This design comes from an exercise in tuning for small area on the open sky130 flow, not from production work.
Only simulation tests tie the RTL to the original design; equivalence was not proved.

File: run.sh
#!/bin/bash
# synth_recipe.tcl (not shown) runs the flow's synth.tcl, then flattens the netlist and writes it again
# the make line also repeats each setting of config.mk as NAME=value (left out here)
make -C /OpenROAD-flow-scripts/flow DESIGN_CONFIG=/design/flow/config.mk WORK_HOME=/design/flow/orfs CLKGATE_MAP_FILE= SYNTH_SCRIPT=/design/flow/synth_recipe.tcl finish
File: config.mk
export PLATFORM = sky130hd
export DESIGN_NAME = top
export DESIGN_NICKNAME = top
export VERILOG_FILES = /design/flow/design.v
export SDC_FILE = /design/flow/constraint.sdc
export NUM_CORES = 4
export LEC_CHECK = 0
export CAP_MARGIN = 20
export CORE_MARGIN = 2
export CORE_UTILIZATION = 40
export SLEW_MARGIN = 20
File: constraint.sdc
create_clock -name core_clock -period 40.0 [get_ports {fastclk}]
set_input_delay 8.0000 -clock core_clock [delete_from_list [all_inputs] [get_ports {fastclk}]]
set_output_delay 8.0000 -clock core_clock [all_outputs]
set_load 0.01 [all_outputs]
File: design.v
module pwm_led #(
  parameter integer CLK_HZ      = 25_000_000,
  parameter integer PWM_FREQ_HZ = 1_000,
  parameter integer MIN_MM      = 50,     
  parameter integer MAX_MM      = 1000    
)(
  input  wire        clk,
  input  wire        rstn,        
  input  wire [15:0] distance,    
  output wire [3:0]  leds         
);
  localparam integer PWM_PERIOD = (CLK_HZ / PWM_FREQ_HZ);  
  function integer clog2;
    input integer value; integer i;
    begin
      clog2 = 0;
      for (i = value-1; i > 0; i = i >> 1) clog2 = clog2 + 1;
    end
  endfunction
  localparam integer CNT_W = (PWM_PERIOD <= 1) ? 1 : clog2(PWM_PERIOD);
  reg [CNT_W-1:0] pwm_cnt;
  reg [CNT_W-1:0] duty0, duty1, duty2, duty3;
  integer denom;
  integer rel;             
  integer scaled;          
  integer lvl;             
  integer frac_num;        
  integer numer;
  integer partial;         
  localparam integer full = PWM_PERIOD - 1;
  always @(posedge clk) begin
    denom = MAX_MM - MIN_MM;
    if (denom <= 0) begin
      duty0 <= 0;
      duty1 <= 0;
      duty2 <= 0;
      duty3 <= 0;
    end else begin
      if ($unsigned(distance) <= MIN_MM) begin
        rel = 0;
      end else if ($unsigned(distance) >= MAX_MM) begin
        rel = denom;
      end else begin
        rel = $signed($unsigned(distance)) - MIN_MM;
      end
      if (rel == denom) begin
        duty0 <= full;
        duty1 <= full;
        duty2 <= full;
        duty3 <= full;
      end else begin
        scaled = rel * 4;  
        lvl = scaled / denom;          
        frac_num = scaled % denom;     
        numer = frac_num * full;
        partial = (numer + (denom/2)) / denom;  
        case (lvl)
          0: begin duty0 <= partial; duty1 <= 0;      duty2 <= 0;      duty3 <= 0;      end
          1: begin duty0 <= full;    duty1 <= partial; duty2 <= 0;      duty3 <= 0;      end
          2: begin duty0 <= full;    duty1 <= full;    duty2 <= partial; duty3 <= 0;      end
          3: begin duty0 <= full;    duty1 <= full;    duty2 <= full;    duty3 <= partial; end
          default: begin duty0 <= 0; duty1 <= 0; duty2 <= 0; duty3 <= 0; end
        endcase
      end
    end
  end
  always @(posedge clk) begin
    if (!rstn) pwm_cnt <= {CNT_W{1'b0}};
    else begin
      if (pwm_cnt == (PWM_PERIOD - 1)) pwm_cnt <= {CNT_W{1'b0}};
      else pwm_cnt <= pwm_cnt + 1'b1;
    end
  end
  assign leds[0] = (pwm_cnt < duty0);
  assign leds[1] = (pwm_cnt < duty1);
  assign leds[2] = (pwm_cnt < duty2);
  assign leds[3] = (pwm_cnt < duty3);
endmodule
module top(
    input wire fastclk,  
    input wire rstn,
    input wire sda_in,   
    output reg sda_t,    
    output reg scl_t,    
	output wire [3:0] led
);
    localparam integer HALF = 125;  
    reg [15:0] por;
    wire rst = (!rstn) || (por != 16'hFFFF);
    always @(posedge fastclk)
        if (!rstn) por <= 16'd0;
        else if (por != 16'hFFFF) por <= por + 16'd1;
    localparam [6:0] ADDRESS7 = 7'h29;  
    localparam [7:0] REG_TESTE = 8'hC2;  
    localparam integer GAP_TCKS = 500;  
    reg [15:0] cnt;     
    reg [3:0] state;   
    reg [3:0] bitidx;  
    reg [7:0] tx_byte;      
    reg [7:0] rx_byte;      
    reg rx_ready;           
    reg ack_ok;
    reg [31:0] gap;         
    reg [1:0] desired_read_len;   
    reg [1:0] rx_remaining;       
    reg [1:0] rx_byte_idx;        
    localparam [3:0]
        S_IDLE = 4'd0,
        S_START = 4'd1,
        S_TX_BIT_PRE = 4'd2,  
        S_TX_BIT_HIGH = 4'd3,  
        S_TX_ACK = 4'd4,  
        S_STOP = 4'd5,
        S_REP_START = 4'd6,
        S_RX_BIT_PRE = 4'd7,  
        S_RX_BIT_HIGH = 4'd8,  
        S_RX_LAST_ACK = 4'd9, 
        S_DONE = 4'd10;
    reg [3:0] fstate;
    reg ack_from_slave;
    reg send_data_after_reg;  
    reg [7:0] write_data;     
    reg [7:0] reg_target;     
    reg [2:0] seq_state;      
    reg [7:0] msb, lsb;
    reg [15:0] distance;
    localparam [2:0]
        SEQ_IDLE      = 3'd0,
        SEQ_START_WR  = 3'd1,
        SEQ_POLL_INT  = 3'd2,
        SEQ_READ_MSB  = 3'd3, 
        SEQ_CLEAR_INT = 3'd5,
        SEQ_DONE      = 3'd6;
    always @(posedge fastclk) begin
        if (rst) begin
            cnt <= 16'd0;
            state <= S_IDLE;
            tx_byte <= {ADDRESS7, 1'b0};  
            bitidx <= 4'd7;
            sda_t <= 1'b1;
            scl_t <= 1'b1;
            gap <= 32'd0;
            rx_byte <= 8'd0;
            ack_from_slave <= 1'b1;
            rx_ready <= 1'b0;
            ack_ok <= 1'b1;
            send_data_after_reg <= 1'b0;
            write_data <= 8'h00;
            reg_target <= REG_TESTE;
            seq_state <= SEQ_IDLE;
            msb <= 8'h00;
            lsb <= 8'h00;
            distance <= 16'h0000;
            desired_read_len <= 2'd1;
            rx_remaining     <= 2'd0;
            rx_byte_idx      <= 2'd0;
        end else begin
            if (cnt < HALF-1) cnt <= cnt + 16'd1;
            else cnt <= 16'd0;
            rx_ready <= 1'b0;
            case (state)
                S_IDLE: begin
                    sda_t <= 1'b1;
                    scl_t <= 1'b1;
                    if (cnt == 16'd0) begin
                        if (gap < GAP_TCKS) gap <= gap + 32'd1;
                        else begin
                            gap <= 32'd0;
                            tx_byte <= {ADDRESS7, 1'b0};
                            bitidx <= 4'd7;
                            state <= S_START;
                            cnt <= 16'd0;
                        end
                    end
                end
                S_START: begin
                    sda_t <= 1'b0;  
                    scl_t <= 1'b1;  
                    if (cnt == HALF-1) begin
                        state <= S_TX_BIT_PRE;
                        cnt <= 16'd0;
                    end
                end
                S_TX_BIT_PRE: begin
                    scl_t <= 1'b0;  
                    if (cnt == 16'd0) begin
                        sda_t <= tx_byte[bitidx] ? 1'b1 : 1'b0;
                    end
                    if (cnt == HALF-1) begin
                        state <= S_TX_BIT_HIGH;
                        cnt <= 16'd0;
                    end
                end
                S_TX_BIT_HIGH: begin
                    if (cnt == 16'd0) scl_t <= 1'b1;  
                    if (cnt == HALF-1) begin
                        scl_t <= 1'b0;
                        if (bitidx == 0) begin
                            state <= S_TX_ACK;
                            cnt <= 16'd0;
                        end else begin
                            bitidx <= bitidx - 1'b1;
                            state <= S_TX_BIT_PRE;
                            cnt <= 16'd0;
                        end
                    end
                end
                S_TX_ACK: begin
                    if (cnt == 16'd0) begin
                        sda_t <= 1'b1; 
                        scl_t <= 1'b0;
                    end
                    if (cnt == (HALF/4)) scl_t <= 1'b1;
                    if (cnt == (HALF/2)) ack_from_slave <= sda_in;  
                    if (cnt == HALF-1) begin
                        scl_t <= 1'b0;
                        if (tx_byte == {ADDRESS7,1'b0}) begin
                            tx_byte <= reg_target; bitidx <= 4'd7;
                            state <= S_TX_BIT_PRE; cnt <= 16'd0;
                        end else if (tx_byte == reg_target) begin
                            if (send_data_after_reg) begin
                                tx_byte <= write_data; bitidx <= 4'd7;
                                send_data_after_reg <= 1'b0;
                                state <= S_TX_BIT_PRE; cnt <= 16'd0;
                            end else begin
                                state <= S_STOP; cnt <= 16'd0;
                            end
                        end else if (tx_byte == {ADDRESS7,1'b1}) begin
                            bitidx <= 4'd7; rx_byte <= 8'h00;
                            state <= S_RX_BIT_PRE; cnt <= 16'd0;
                        end else begin
                            state <= S_STOP; cnt <= 16'd0;
                        end
                    end
                end
                S_STOP: begin
                    if (cnt == 16'd0) begin
                        scl_t <= 1'b1;
                        sda_t <= 1'b0;
                    end
                    if (cnt == (HALF/4)) begin
                        sda_t <= 1'b1;  
                        if (tx_byte == reg_target) begin
                            gap <= 32'd0;
                            tx_byte <= {ADDRESS7, 1'b1};
                            rx_remaining <= (desired_read_len == 0) ? 2'd1 : desired_read_len;
                            rx_byte_idx  <= 2'd0;
                            state <= S_REP_START;
                        end else begin
                            rx_ready <= 1'b1;
                            state <= S_DONE;
                        end
                        cnt <= 16'd0;
                    end
                end
                S_REP_START: begin
                    if (cnt == 16'd0) begin
                        sda_t <= 1'b1;
                        scl_t <= 1'b1;
                    end
                    if (gap < (GAP_TCKS/20)) gap <= gap + 32'd1;
                    else begin
                        sda_t <= 1'b0;
                        scl_t <= 1'b1;
                        bitidx <= 4'd7;
                        cnt <= 16'd0;
                        state <= S_TX_BIT_PRE;
                    end
                end
                S_RX_BIT_PRE: begin
                    scl_t <= 1'b0;
                    if (cnt == 16'd0) begin
                        sda_t <= 1'b1;  
                    end
                    if (cnt == HALF-1) begin
                        state <= S_RX_BIT_HIGH;
                        cnt <= 16'd0;
                    end
                end
                S_RX_BIT_HIGH: begin
                    if (cnt == 16'd0) scl_t <= 1'b1;
                    if (cnt == (HALF/2)) begin
                        rx_byte[bitidx] <= sda_in;
                    end
                    if (cnt == HALF-1) begin
                        scl_t <= 1'b0;
                        if (bitidx == 0) begin
                            state <= S_RX_LAST_ACK;
                            cnt <= 16'd0;
                        end else begin
                            bitidx <= bitidx - 1'b1;
                            state <= S_RX_BIT_PRE;
                            cnt <= 16'd0;
                        end
                    end
                end
                S_RX_LAST_ACK: begin
                    if (cnt == 16'd0) begin
                        if (rx_byte_idx == 2'd0) msb <= rx_byte; else lsb <= rx_byte;
                        if (rx_remaining > 1) sda_t <= 1'b0; else sda_t <= 1'b1;  
                        scl_t <= 1'b0;
                    end
                    if (cnt == (HALF/4)) scl_t <= 1'b1;
                    if (cnt == HALF-1) begin
                        scl_t <= 1'b0;
                        if (rx_remaining > 1) begin
                            rx_remaining <= rx_remaining - 1'b1;
                            rx_byte_idx  <= rx_byte_idx + 1'b1;
                            bitidx <= 4'd7;
                            state  <= S_RX_BIT_PRE;
                            cnt    <= 16'd0;
                        end else begin
                            state <= S_STOP;
                            cnt   <= 16'd0;
                        end
                    end
                end
                S_DONE: begin
                    if (cnt == 16'd0) begin
                        if (gap < GAP_TCKS) gap <= gap + 32'd1;
                        else begin
                            gap <= 32'd0;
                            tx_byte <= {ADDRESS7, 1'b0};
                            bitidx <= 4'd7;
                            state <= S_IDLE;
                        end
                    end
                end
                default: begin
                    state <= S_IDLE;
                end
            endcase
            case (seq_state)
                SEQ_IDLE: begin
                    reg_target <= 8'h00;  
                    send_data_after_reg <= 1'b1;
                    write_data <= 8'h01;
                    desired_read_len <= 2'd1;
                    seq_state <= SEQ_START_WR;
                end
                SEQ_START_WR: begin
                    if (rx_ready) begin
                        reg_target <= 8'h13;  
                        send_data_after_reg <= 1'b0;
                        desired_read_len <= 2'd1;
                        seq_state <= SEQ_POLL_INT;
                    end
                end
                SEQ_POLL_INT: begin
                    if (rx_ready) begin
                        if (rx_byte != 8'h00) begin
                            reg_target <= 8'h1E;  
                            send_data_after_reg <= 1'b0;
                            desired_read_len <= 2'd2;  
                            seq_state <= SEQ_READ_MSB;
                        end else begin
                            reg_target <= 8'h13;
                            send_data_after_reg <= 1'b0;
                            desired_read_len <= 2'd1;
                        end
                    end
                end
                SEQ_READ_MSB: begin
                    if (rx_ready) begin
                        reg_target <= 8'h0B;
                        send_data_after_reg <= 1'b1;
                        write_data <= 8'h01;
                        desired_read_len <= 2'd1;
                        seq_state <= SEQ_CLEAR_INT;
                    end
                end
                SEQ_CLEAR_INT: begin
                    if (rx_ready) begin
						if({msb, lsb} != 16'h0014) begin
                        distance <= {msb, lsb};
						end
                        seq_state <= SEQ_DONE;
                    end
                end
                SEQ_DONE: begin
                    seq_state <= SEQ_IDLE;
                end
                default: seq_state <= SEQ_IDLE;
            endcase
        end
    end
	pwm_led #(
	  .CLK_HZ(25_000_000),
	  .PWM_FREQ_HZ(1000),
	  .MIN_MM(50),
	  .MAX_MM(1000)
	) u_bar (
	  .clk      (fastclk),
	  .rstn     (!rst),       
	  .distance (distance),
	  .leds     (led)       
	);
endmodule
==> run notes <==
Outcome
The flow ran to the end and the layout has no timing, DRC or antenna violations.

Floorplanning
The initial cell density of the core is 40.4%. 9 I/O pins were placed. The floorplan die height is around 270 um. The full die area is 73100 um2.

The core region is about 70000 um2. Measured along the x axis, the die boundary spans 270 um. The placement row count is 97.

Synth
By area, the combinational part of the netlist is dominated by compound AO/OA/AOI/OAI gates. The Yosys step of the flow raised 2 warnings. The predominant post-synthesis flop cell is sky130_fd_sc_hd__dfxtp_1. Summing the areas of all and, or, nand and nor instances in the mapped netlist gives 22.5% of the synthesized area. For this run, the register share of the synthesized area comes to 15.1%. The share of cell area taken by muxes after synthesis is 4.08%. Synthesis inferred 214 register bits. The number of flops mapped to enable cells by yosys is 0. The post-synthesis compound-gate area fraction is between 20% and 30%. The post-synthesis instance area is 28400 um2. The post-synthesis xor/xnor area fraction is about 8.9%.

The post-synthesis share of cell area spent on full adders, half adders and majority gates is 18.0%. The number of different library cells in the post-synthesis netlist is approximately 130. In the synthesized netlist the async set-or-reset flop fraction comes to 0%. A synthesized cell averages 7.62 um2. The gate count of the mapped netlist is 3721.

Run
The tool flagged a number of max-cap violations equal to 0.

Clock network
The number of buffers between clock root and the deepest sink is 3. The TritonCTS clock tree is done. The post-CTS setup buffer count is 0.

The number of buffers inserted for hold repair after clock tree synthesis is 0. Clock tree synthesis selected as its root buffer the cell sky130_fd_sc_hd__clkbuf_16. The TritonCTS buffer count is 23. The CTS H-tree depth is 1. The clock sink count is roughly 210. The count of cells resized by post-cts repair is 0.

Clock latency on the worst-skew pair, taken at its later pin, is 530 ps. After clock tree synthesis, the clock-pin slew on the worst setup and hold paths is 60 ps.

Global routing
Across every metal layer, demand over resource in global routing totals a little under a fifth. The number of antenna violations at the first check in global routing is 0. The most congested layer reported by global routing is met2.

The global routing usage on met1 is about 27%. The pin count of the biggest net entering global routing is 63. For this run, global-route usage on met3 was measured as around 1.4%. The global-route wire length before repair is ~120000 um. For this run the aggregate overflow at the end of global routing stands at 0. Global routing used 31.4% of the available met2 tracks. The number of global-route vias before repair came to 24.2k.

Detailed routing
The total wire length after detailed routing is 72000 um. The per-cell via count in the routed design is 5.64. The first TritonRoute pass finished after 6 iterations. In the routed design, unresolved DRC markers number 0. The final route contains 26.0k vias. The average wire per standard cell is 15.6 um. Once detail routing completed, the nets flagged for antenna violations numbered 0. In this run, the number of DRC markers left after iteration 0 of detailed routing was 1990.

Setup path
The master of the slowest instance on the critical path is sky130_fd_sc_hd__a211oi_2. At the worst endpoint, the arrival time is 36810 ps. Of all nets on the critical path, the largest fanout is 51.

The capturing element type of the critical path is a flop. The nature of the critical path startpoint is a flop. The highest cell delay on the worst timing path is 840 ps. The type of the worst setup path is reg -> reg.

STA puts the critical path data required time at 40360 ps. Among the stages of the critical path, the cell type that occurs most often is sky130_fd_sc_hd__ha_1.

Cells and area
Of the cells placed in the final design, the portion with a size suffix greater than 1 is 5.92%. With fillers left out, the area of the finished cells amounts to 30000 um2. The storage element area is 4280 um2. The multi-input combinational cells in the finished layout cover a total of 22200 um2.

Compared with the post-synthesis result, the final layout area differs by 5.69%. The number of flip-flops in the largest register is 32. The register with the most flip-flops is gap. The final antenna diode count is 0. The count of fill cells added during filler insertion is 7320. The number of nets in the layout is between 3k and 4k. The fraction of the core area covered by cells at the end of the flow is 42.7%.

Placement
The post-place instance area is 29300 um2. The count of buffers added on input and output ports is 8. The wire-length estimate of the detail-placed layout is 57000 um. The congestion estimate from routability-driven global placement came to 0.894.

Timing
For the pin with the worst max-slew slack, the measured transition is 1070 ps. For the finished layout, the period the worst path requires is 36440 ps. The final clock skew is 34.3 ps. Summed over all failing endpoints, the final setup total negative slack is 0 ps.

Setup repair after global routing left no endpoint under its margin. Based on the critical path, the design can be clocked at up to roughly 27 MHz. The final number of setup-violating endpoints is 0. The number of slew-limit violations in the final report was 0.

Measured against its own limit, the worst slew margin works out to 28.5%. The fraction of the cycle the final worst path needs is 91.1%. The final number of hold-violating endpoints is 0.

Min path
The class of the most critical hold timing path is reg -> reg.
[layer usage]
layer / wire [um] / share of wire, %
met5: 0 / 0
met4: 1220 / 1.7
met3: 2650 / 3.7
met2: 32100 / 45
met1: 36000 / 50
[cell type report]
| type | count | share of cell area, % |
|---|---|---|
| clock buffer | 31 | 2.15 |
| tap | 940 | 3.92 |
| multi-input combinational | 3022 | 74.1 |
| clock inverter | 7 | 0.238 |
| sequential | 214 | 14.3 |
| timing repair buffer | 31 | 0.843 |
| inverter | 359 | 4.49 |
[logic make-up (layout without fill, tap and decap cells)]
logic type / Yosys count / in the layout
buffers and inverters: 500 / 428
XOR/XNOR: 275 / 275
AO/OA/AOI/OAI: 988 / 988
adder cells (fa/ha/maj): 339 / 339
flip-flops: 214 / 214
AND/OR/NAND/NOR: 1294 / 1294
multiplexers: 110 / 110
other: 1 / 16
[synth_stat cells, types with 13 or more instances]
library cell                number  area share [%]
sky130_fd_sc_hd__nand2b_1       50             1.1
sky130_fd_sc_hd__a31oi_1        52             1.1
sky130_fd_sc_hd__nand3_1       119             2.1
sky130_fd_sc_hd__and3_1         51             1.1
sky130_fd_sc_hd__fa_1          117             8.3
sky130_fd_sc_hd__inv_1         356             4.7
sky130_fd_sc_hd__ha_1          213             9.4
sky130_fd_sc_hd__nor4_1         34            0.75
sky130_fd_sc_hd__mux2_2         20            0.79
sky130_fd_sc_hd__nand3b_1       13            0.34
sky130_fd_sc_hd__o21ai_0       164             2.9
sky130_fd_sc_hd__xnor2_1       193             6.0
sky130_fd_sc_hd__a211oi_1       28            0.74
sky130_fd_sc_hd__nor2b_1        37            0.82
sky130_fd_sc_hd__or2_2          29            0.64
sky130_fd_sc_hd__and2_1         42            0.93
sky130_fd_sc_hd__o21ai_1        33            0.58
sky130_fd_sc_hd__dfxtp_1       214              15
sky130_fd_sc_hd__clkbuf_1       95             1.3
sky130_fd_sc_hd__mux2i_1        85             3.0
sky130_fd_sc_hd__o22ai_1        29            0.64
sky130_fd_sc_hd__nand2_1       262             3.5
sky130_fd_sc_hd__buf_2          21            0.37
sky130_fd_sc_hd__a21boi_0       15            0.40
sky130_fd_sc_hd__xor2_1         70             2.2
sky130_fd_sc_hd__and4_1         19            0.59
sky130_fd_sc_hd__nor3_1        102             1.8
sky130_fd_sc_hd__a21oi_1       240             4.2
sky130_fd_sc_hd__nand4_1        34            0.75
sky130_fd_sc_hd__o21a_1         42             1.1
sky130_fd_sc_hd__or3_1          33            0.73
sky130_fd_sc_hd__o2111ai_1      15            0.46
sky130_fd_sc_hd__o211ai_1       37            0.98
sky130_fd_sc_hd__o31ai_1        20            0.53
sky130_fd_sc_hd__nor2_1        402             5.3
sky130_fd_sc_hd__a21o_1         48             1.3
[path summary, 6_finish.rpt]
check | slack, ps | to | cells past startpoint | from
max reg2reg | 3560 | u_bar.duty0[4] | 115 | distance[1]
max | 3560 | u_bar.duty0[4] | 115 | distance[1]
min reg2reg | 460 | rx_byte_idx[1] | 2 | rx_byte_idx[1]
min | 460 | rx_byte_idx[1] | 2 | rx_byte_idx[1]
[critical path: cells and delay by family, from the launching register on]
kind	cells	cell delay, ps
AO/OA/AOI/OAI	49	16450
XOR/XNOR	11	4370
adder cells (fa/ha/maj)	9	3320
buffers and inverters	6	1260
flip-flops	1	390
multiplexers	4	1740
AND/OR/NAND/NOR	36	8640
[cell usage in the layout, fill, tap and decap left out, types with 50 or more instances in the layout]
cell and count:
sky130_fd_sc_hd__o21ai_0 164, sky130_fd_sc_hd__mux2i_1 85, sky130_fd_sc_hd__xnor2_1 192, sky130_fd_sc_hd__xor2_1 70
sky130_fd_sc_hd__inv_1 356, sky130_fd_sc_hd__nand2_1 262, sky130_fd_sc_hd__fa_1 117, sky130_fd_sc_hd__and3_1 51
sky130_fd_sc_hd__a21oi_1 240, sky130_fd_sc_hd__nor3_1 102, sky130_fd_sc_hd__a31oi_1 52, sky130_fd_sc_hd__nand2b_1 50
sky130_fd_sc_hd__nand3_1 119, sky130_fd_sc_hd__nor2_1 402, sky130_fd_sc_hd__dfxtp_1 214, sky130_fd_sc_hd__ha_1 213
[per-stage QoR]
stage	hold WS, ps	setup slack [ps]	cells
4_1_cts	460	3870	4604
5_1_grt	478	335	4604
6_report	457	3560	4604
3_5_place_dp	451	4020	4566
3_3_place_gp	445	5020	4565
2_1_floorplan	430	11230	3736

separate check: timing with driven ports:
The flow's constraints put no driver on any port. The routed layout listed below was extracted and timed again, unchanged, in two steps.
Step 1 assumes that a clkbuf_16 drives the clock port and a buf_2 every other input.
Step 2 adds t to the input delays and takes it off the output delays; t is the mean of the earliest and latest rising clock arrival at the registers after step 1. Input paths then give back, and output paths get back, about the clock's delay inside the block.
Slacks: no drivers / after step 1 / after step 2; pairs: no drivers / after step 1.
t, ns: 0.564
setup WS [ns]: 3.558 / 3.558 / 3.558
worst hold slack (ns): 0.457 / 0.457 / 0.457
latest minus earliest clock arrival (ns): 0.035 / 0.034
worst data-port slew with drivers (ns): 0.04
After both steps this run still meets setup and hold. For this run, drivers alone change the setup slack by 0.000 ns; drivers and shift together by 0.000 ns.
